Source: an optimization exercise on an open RTL-to-GDS flow (aim: small area). Production flows keep margins and buffers that such runs may drop.
Function was checked by simulation only, so behaviour that the tests miss may differ from the original.
No driver is modelled on the clock port, so clock power and skew are understated where the tree is cut down; a real chip needs a root buffer or a tree.
Power and IR drop assume default switching activity.

==> run X: inputs <==
Design AD_Table, start of the top module:
module AD_Table(Data_In, BCD_Out, Table_CLK);
input Table_CLK;
input [11:0] Data_In;
output [11:0] BCD_Out;
wire w2;
wire w3;
wire w6;
wire w7;
wire w8;
wire w9;
wire w10;
wire w12;
wire w13;
wire w14;
wire w15;
wire w16;
wire w17;
wire w18;
wire w19;
wire w20;
wire w22;
wire w23;
wire w24;
wire w25;
wire w26;
wire w27;
wire w28;
wire w29;
wire w30;
wire w31;
wire w32;
wire w34;
wire w35;
wire w36;
wire w37;
wire w38;
wire w39;
wire w40;
wire w41;
wire w42;
wire w43;
wire w44;
wire w45;
wire w46;
wire w47;
wire w48;
wire w49;
wire w50;
wire w51;
wire w52;
wire w53;
wire w54;
wire w55;
wire w56;
wire w57;
wire w58;
wire w59;
wire w60;
wire w61;
wire w62;
wire w63;
wire w64;
wire w65;
wire w66;
wire w67;
wire w68;
wire w69;
wire w70;
wire w71;
wire w72;
wire w73;
wire w74;
wire w75;
wire w76;
wire w77;
wire w78;
wire w79;
wire w80;
wire w81;
wire w82;
wire w83;
wire w84;
wire w85;
wire w86;
wire w87;
wire w88;
wire w89;
wire w90;
wire w91;
wire w92;
wire w93;
wire w94;
wire w95;
wire w96;
wire w97;
wire w98;
wire w99;
wire w100;
wire w101;
wire w102;
wire w103;
wire w104;
wire w105;
wire w106;
wire w107;
wire w108;
wire w109;
wire w110;
reg [7:0] v;
wire w111 = v[0];
wire w33 = v[1];
wire w21 = v[2];
wire w11 = v[3];
wire w4 = v[4];
wire w0 = v[5];
wire w5 = v[6];
wire w1 = v[7];
assign w2 = ( (w0) ) | ( ~ (w1) );
assign w3 = ( ~ (w1) & (w0) );
assign w6 = ( ~ (w4) & ~ (w3) ) | ( ~ (w2) ) | ( ~ (w5) );
assign w7 = ( ~ (w5) & ~ (w2) ) | ( ~ (w6) );
assign w8 = ( (w4) & ~ (w7) ) | ( ~ (w4) & (w7) );
assign w9 = ( ~ (w8) );
assign w10 = ( (w4) ) | ( ~ (w5) );
assign w12 = ( ~ (w11) & ~ (w10) );
assign w13 = ( ~ (w3) ) | ( ~ (w10) );
assign w14 = ( ~ (w11) & ~ (w8) );
  ...
==> flow/config.mk <==
export PLATFORM = sky130hd
export DESIGN_NAME = AD_Table
export DESIGN_NICKNAME = AD_Table
export VERILOG_FILES = /design/flow/design.v
export SDC_FILE = /design/flow/constraint.sdc
export NUM_CORES = 4
export LEC_CHECK = 0
export ABC_AREA = 1
export CAP_MARGIN = 20
export CORE_AREA = 4 4 71 71
export CTS_BUF_LIST = sky130_fd_sc_hd__clkbuf_2
export DIE_AREA = 0 0 75 75
export SLEW_MARGIN = 20
export SYNTH_MEMORY_MAX_BITS = 65536
==> flow/constraint.sdc <==
create_clock -name core_clock -period 10.0 [get_ports {Table_CLK}]
set_input_delay 2.0000 -clock core_clock [delete_from_list [all_inputs] [get_ports {Table_CLK}]]
set_output_delay 2.0000 -clock core_clock [all_outputs]
set_load 0.01 [all_outputs]
standard.sh (not shown) runs the stock make flow with config.mk's settings and CLKGATE_MAP_FILE= SYNTH_SCRIPT=/design/flow/synth_recipe.tcl, a recipe that flattens the netlist after the stock synthesis.
==> flow/flow/run.sh <==
#!/bin/bash
# Own layout flow: the standard synthesis, then its combinational logic re-mapped
# for area (flip-flops untouched, each candidate proven equivalent to the standard
# netlist), then the standard ORFS steps with small port buffers.
set -euo pipefail
W=$PWD
R=$W/orfs/results/$FLOW_PLATFORM/AD_Table/base
F=$W/flow
export LIB=$FLOW_HOME/platforms/$FLOW_PLATFORM/lib/sky130_fd_sc_hd__tt_025C_1v80.lib
export DONT_USE="$(sed -n '/DONT_USE_CELLS/,/^$/p' $FLOW_HOME/platforms/$FLOW_PLATFORM/config.mk | grep -o 'sky130_fd_sc_hd__[a-z0-9_]*' | tr '\n' ' ')"

bash standard.sh $R/1_2_yosys.v > std_synth.log 2>&1
cp $R/1_2_yosys.v std_1_2_yosys.v
python3 $F/cellmodels.py $LIB > cells_comb.v 2> cellmodels.log
export CELLS=$W/cells_comb.v IN=$W/std_1_2_yosys.v
python3 $F/netcut.py $IN $FLOW_TOP $W/cut_std.v > netcut_std.log 2>&1

names=""
for s in $F/a*.abc; do
  for fa in none fa; do
    n=$(basename $s .abc)_$fa; names="$names $n"
    (
      FA=$fa ABCS=$s OUT=$W/remap_$n.v timeout 900 yosys -c $F/remap.tcl > remap_$n.log 2>&1 &&
      python3 $F/netcut.py $W/remap_$n.v $FLOW_TOP $W/cut_$n.v > netcut_$n.log 2>&1 &&
      VIN=$W/cut_std.v VOUT=$W/cut_$n.v timeout 900 yosys -c $F/verify.tcl > verify_$n.log 2>&1 &&
      touch $W/ok_$n
    ) || true &
  done
done
wait
best=""; best_area=""
for n in $names; do
  [[ -f $W/ok_$n ]] || continue
  grep -q "unknown\|\\\$lut\|\\\$_" remap_$n.v.stat && continue
  a=$(grep -i "chip area" remap_$n.v.stat | awk '{print $NF}' || true)
  if [[ -n "$a" ]] && { [[ -z "$best_area" ]] || python3 -c "import sys; sys.exit(0 if $a < $best_area else 1)"; }; then
    best=$W/remap_$n.v; best_area=$a
  fi
done
echo "standard: $(grep -i 'chip area' $W/orfs/reports/$FLOW_PLATFORM/AD_Table/base/synth_stat.txt) best remap: $best $best_area" > remap_choice.log
for n in $names; do echo "$n $([[ -f $W/ok_$n ]] && echo proven || echo no) $(grep -i 'chip area' remap_$n.v.stat 2>/dev/null)" >> remap_choice.log; done
if [[ -n "$best" ]]; then cp $best $R/1_2_yosys.v; fi

export BUFFER_PORTS_ARGS="-buffer_cell sky130_fd_sc_hd__buf_1"
bash standard.sh finish > std_finish.log 2>&1
==> flow/flow/a2.abc <==
strash
&get -n
&deepsyn -T 20 -S 1
&put
strash
dch -f
map -a
topo
Other scripts of this flow, unchanged in this note and not shown: flow/flow/a1.abc, flow/flow/a3.abc, flow/flow/a4.abc, flow/flow/a5.abc, flow/flow/a6.abc, flow/flow/a7.abc, flow/flow/cellmodels.py, flow/flow/netcut.py, flow/flow/remap.tcl, flow/flow/verify.tcl
==> run H: changes against run X <==
--- a/flow/flow/run.sh
+++ b/flow/flow/run.sh
@@ -16,7 +16,7 @@
 python3 $F/netcut.py $IN $FLOW_TOP $W/cut_std.v > netcut_std.log 2>&1
 
 names=""
-for s in $F/a*.abc; do
+for s in $F/[ab]*.abc; do
   for fa in none fa; do
     n=$(basename $s .abc)_$fa; names="$names $n"
     (
@@ -42,4 +42,5 @@
 if [[ -n "$best" ]]; then cp $best $R/1_2_yosys.v; fi
 
 export BUFFER_PORTS_ARGS="-buffer_cell sky130_fd_sc_hd__buf_1"
+export POST_CTS_TCL=$F/post_cts.tcl
 bash standard.sh finish > std_finish.log 2>&1
==> flow/flow/a8.abc (new file) <==
strash
&get -n
&dch -f
&nf -R 1000 -p -F 8 -A 4 -C 32
&put
topo
==> flow/flow/a9.abc (new file) <==
strash
dch -f
amap -m
topo
==> flow/flow/b1.abc (new file) <==
strash
&get -n
&dch -f
&nf -R 1000 -F 8 -A 4 -C 32
&put
topo
==> flow/flow/b2.abc (new file) <==
strash
&get -n
&dch -f
&nf -R 1000 -p -F 8 -A 4 -C 32
&put
strash
&get -n
&dch -f
&nf -R 1000 -p -F 8 -A 4 -C 32
&put
topo
==> flow/flow/post_cts.tcl (new file) <==
# After CTS: the clock tree for this handful of flip-flops is a root buffer and two
# leaf buffers. Drive every sink from the root buffer instead and remove the leaf
# buffers, so the clock still reaches every register through exactly one buffer.
set block [ord::get_db_block]
set root ""
foreach inst [$block getInsts] {
  if {[string match "clkbuf_0_*" [$inst getName]]} { set root $inst }
}
if {$root ne ""} {
  set rootnet [[$root findITerm X] getNet]
  set leaves {}
  foreach it [$rootnet getITerms] {
    set inst [$it getInst]
    if {$inst ne $root && [$it isInputSignal] && [string match "*clkbuf*" [[$inst getMaster] getName]]} {
      lappend leaves $inst
    }
  }
  foreach leaf $leaves {
    set lnet [[$leaf findITerm X] getNet]
    foreach it [$lnet getITerms] {
      if {[$it getInst] ne $leaf} {
        $it disconnect
        $it connect $rootnet
      }
    }
    [$leaf findITerm A] disconnect
    [$leaf findITerm X] disconnect
    odb::dbInst_destroy $leaf
    odb::dbNet_destroy $lnet
  }
  # one stronger buffer, placed at the centre of its sinks
  $root swapMaster [[ord::get_db] findMaster sky130_fd_sc_hd__clkbuf_4]
  set sx 0; set sy 0; set n 0
  foreach it [$rootnet getITerms] {
    set inst [$it getInst]
    if {$inst eq $root} { continue }
    set bb [$inst getBBox]
    set sx [expr {$sx + ([$bb xMin] + [$bb xMax]) / 2}]
    set sy [expr {$sy + ([$bb yMin] + [$bb yMax]) / 2}]
    incr n
  }
  if {$n > 0} { $root setLocation [expr {$sx / $n}] [expr {$sy / $n}] }
  puts "post_cts: removed [llength $leaves] leaf clock buffers; [$root getName] drives [llength [$rootnet getITerms]] pins"
  detailed_placement
  estimate_parasitics -placement
}

# The constant-0 outputs each got their own tie cell; drive them all from one.
set keep ""
foreach inst [$block getInsts] {
  if {![string match "sky130_fd_sc_hd__conb_1" [[$inst getMaster] getName]]} { continue }
  set lo [$inst findITerm LO]
  set hi [$inst findITerm HI]
  if {[$hi getNet] ne "NULL" && [$hi getNet] ne ""} { continue }
  set net [$lo getNet]
  if {$net eq "NULL" || $net eq ""} { continue }
  if {[llength [$net getITerms]] != 1} { continue }
  if {$keep eq ""} { set keep $net; continue }
  foreach bt [$net getBTerms] {
    $bt disconnect
    $bt connect $keep
  }
  puts "post_cts: merged tie cell [$inst getName] into net [$keep getName]"
  $lo disconnect
  odb::dbInst_destroy $inst
  odb::dbNet_destroy $net
}
==> flow/flow/remapR.tcl (new file) <==
# Like remap.tcl, but takes the combinational logic from the RTL itself (design.v)
# instead of from the standard synthesis netlist, so that ABC starts from the
# structure written in the RTL. Registers are named as the standard synthesis
# names them; verify.tcl then proves the result against the standard netlist.
yosys read_liberty -lib $::env(LIB)
yosys read_verilog -defer $::env(DESIGN)
yosys hierarchy -check -top $::env(FLOW_TOP)
yosys synth -nofsm -noshare -flatten -top $::env(FLOW_TOP) -run :fine
yosys opt -purge
yosys techmap
yosys opt -fast -purge
yosys rename -wire
set du ""
foreach c $::env(DONT_USE) { append du " -dont_use $c" }
yosys dfflibmap -liberty $::env(LIB) {*}$du
yosys opt_clean -purge
if {$::env(FA) ne "none"} {
  if {$::env(FA) eq "fa"} { yosys extract_fa -fa } else { yosys extract_fa }
  yosys techmap -map $::env(FLOW_HOME)/platforms/$::env(FLOW_PLATFORM)/cells_adders_hd.v
  yosys techmap
  yosys opt -fast -purge
}
yosys abc -script $::env(ABCS) -liberty $::env(LIB) {*}$du
yosys opt_clean -purge
yosys hilomap -singleton -hicell sky130_fd_sc_hd__conb_1 HI -locell sky130_fd_sc_hd__conb_1 LO
yosys splitnets
yosys opt_clean -purge
yosys tee -o $::env(OUT).stat stat -liberty $::env(LIB)
yosys write_verilog -noattr -nohex -nodec $::env(OUT)
removed: flow/flow/a2.abc
==> run Z: changes against run X <==
--- a/flow/flow/run.sh
+++ b/flow/flow/run.sh
@@ -16,7 +16,7 @@
 python3 $F/netcut.py $IN $FLOW_TOP $W/cut_std.v > netcut_std.log 2>&1
 
 names=""
-for s in $F/a*.abc; do
+for s in $F/[ab]*.abc; do
   for fa in none fa; do
     n=$(basename $s .abc)_$fa; names="$names $n"
     (
@@ -42,4 +42,5 @@
 if [[ -n "$best" ]]; then cp $best $R/1_2_yosys.v; fi
 
 export BUFFER_PORTS_ARGS="-buffer_cell sky130_fd_sc_hd__buf_1"
+export POST_CTS_TCL=$F/post_cts.tcl
 bash standard.sh finish > std_finish.log 2>&1
==> flow/flow/a8.abc (new file) <==
strash
&get -n
&dch -f
&nf -R 1000 -p -F 8 -A 4 -C 32
&put
topo
==> flow/flow/a9.abc (new file) <==
strash
dch -f
amap -m
topo
==> flow/flow/b1.abc (new file) <==
strash
&get -n
&dch -f
&nf -R 1000 -F 8 -A 4 -C 32
&put
topo
==> flow/flow/b2.abc (new file) <==
strash
&get -n
&dch -f
&nf -R 1000 -p -F 8 -A 4 -C 32
&put
strash
&get -n
&dch -f
&nf -R 1000 -p -F 8 -A 4 -C 32
&put
topo
==> flow/flow/post_cts.tcl (new file) <==
# After CTS: the clock tree for this handful of flip-flops is a root buffer and two
# leaf buffers. Drive every sink from the root buffer instead and remove the leaf
# buffers, so the clock still reaches every register through exactly one buffer.
set block [ord::get_db_block]
set root ""
foreach inst [$block getInsts] {
  if {[string match "clkbuf_0_*" [$inst getName]]} { set root $inst }
}
if {$root ne ""} {
  set rootnet [[$root findITerm X] getNet]
  set leaves {}
  foreach it [$rootnet getITerms] {
    set inst [$it getInst]
    if {$inst ne $root && [$it isInputSignal] && [string match "*clkbuf*" [[$inst getMaster] getName]]} {
      lappend leaves $inst
    }
  }
  foreach leaf $leaves {
    set lnet [[$leaf findITerm X] getNet]
    foreach it [$lnet getITerms] {
      if {[$it getInst] ne $leaf} {
        $it disconnect
        $it connect $rootnet
      }
    }
    [$leaf findITerm A] disconnect
    [$leaf findITerm X] disconnect
    odb::dbInst_destroy $leaf
    odb::dbNet_destroy $lnet
  }
  # one stronger buffer, placed at the centre of its sinks
  $root swapMaster [[ord::get_db] findMaster sky130_fd_sc_hd__clkbuf_4]
  set sx 0; set sy 0; set n 0
  foreach it [$rootnet getITerms] {
    set inst [$it getInst]
    if {$inst eq $root} { continue }
    set bb [$inst getBBox]
    set sx [expr {$sx + ([$bb xMin] + [$bb xMax]) / 2}]
    set sy [expr {$sy + ([$bb yMin] + [$bb yMax]) / 2}]
    incr n
  }
  if {$n > 0} { $root setLocation [expr {$sx / $n}] [expr {$sy / $n}] }
  puts "post_cts: removed [llength $leaves] leaf clock buffers; [$root getName] drives [llength [$rootnet getITerms]] pins"
  detailed_placement
  estimate_parasitics -placement
}
==> flow/flow/remapR.tcl (new file) <==
# Like remap.tcl, but takes the combinational logic from the RTL itself (design.v)
# instead of from the standard synthesis netlist, so that ABC starts from the
# structure written in the RTL. Registers are named as the standard synthesis
# names them; verify.tcl then proves the result against the standard netlist.
yosys read_liberty -lib $::env(LIB)
yosys read_verilog -defer $::env(DESIGN)
yosys hierarchy -check -top $::env(FLOW_TOP)
yosys synth -nofsm -noshare -flatten -top $::env(FLOW_TOP) -run :fine
yosys opt -purge
yosys techmap
yosys opt -fast -purge
yosys rename -wire
set du ""
foreach c $::env(DONT_USE) { append du " -dont_use $c" }
yosys dfflibmap -liberty $::env(LIB) {*}$du
yosys opt_clean -purge
if {$::env(FA) ne "none"} {
  if {$::env(FA) eq "fa"} { yosys extract_fa -fa } else { yosys extract_fa }
  yosys techmap -map $::env(FLOW_HOME)/platforms/$::env(FLOW_PLATFORM)/cells_adders_hd.v
  yosys techmap
  yosys opt -fast -purge
}
yosys abc -script $::env(ABCS) -liberty $::env(LIB) {*}$du
yosys opt_clean -purge
yosys hilomap -singleton -hicell sky130_fd_sc_hd__conb_1 HI -locell sky130_fd_sc_hd__conb_1 LO
yosys splitnets
yosys opt_clean -purge
yosys tee -o $::env(OUT).stat stat -liberty $::env(LIB)
yosys write_verilog -noattr -nohex -nodec $::env(OUT)
removed: flow/flow/a2.abc
==> results.txt <==
crit path from Data_In[9]; Setup Buffers After CTS 0; pre-CTS WS 3510 ps; multi-input combinational area share 57.3%; status timing/DRC/antenna clean; VDD IR-drop max 0.0374 mV; Clock-cell share 1.53%; via count 949; share of layout cells above drive strength 1 1.92%
[end of results for run X]
==> results.txt <==
P_comb 0.124 mW; DR DRC count 0; via count 873; Internal Power 0.0931 mW; status timing/DRC/antenna clean; share of layout cells above drive strength 1 0.719%; Leading cell kind multi-input combinational cells; VDD IR-drop max 0.0427 mV; crit path from Data_In[8]; Worst Path Required 10030 ps; P_clk 0.0114 mW; pre-CTS WS 4070 ps; multi-input combinational area share 65.0%
[end of results for run Z]
==> results.txt <==
status timing/DRC/antenna clean; die area 0.00563 mm^2; YS warnings 1; drt via density 4.53; pre-CTS WS 4070 ps; share of layout cells above drive strength 1 0.725%; Clock-cell share 0.780%; measured slew at the worst slew-check pin 666 ps; via count 861; VDD IR-drop max 0.0427 mV; Max-Cap Viols 0
[end of results for run H]

[afterwards: timing with drivers on the ports]
Ports are ideal in the flow. The routed layouts listed here were re-timed in OpenROAD.
Step 1 assumes that a clkbuf_16 drives the clock port and a buf_2 every other input.
Step 2 times the ports against the registers' clock, not the clock port: input delays grow and output delays shrink by t, the midpoint of the rising clock arrivals with the driver on.
Slacks: ideal ports / drivers / drivers and shift; pairs: ideal ports / drivers.
run	t (ns)	setup slack, ns	worst setup path at the end	latest minus earliest clock arrival (ns)	cell pins on the clock port's net
run X	0.236	3.745 / 3.740 / 3.504	input to register	0.001 / 0.000	1
run H	0.158	4.250 / 4.246 / 4.088	input to register	0.000 / 0.000	1
run Z	0.158	4.232 / 4.228 / 4.070	input to register	0.000 / 0.000	1
After both steps every run listed still meets setup and hold. For run X, which loses most, drivers alone change the setup slack by -0.005 ns; drivers and shift together by -0.241 ns.
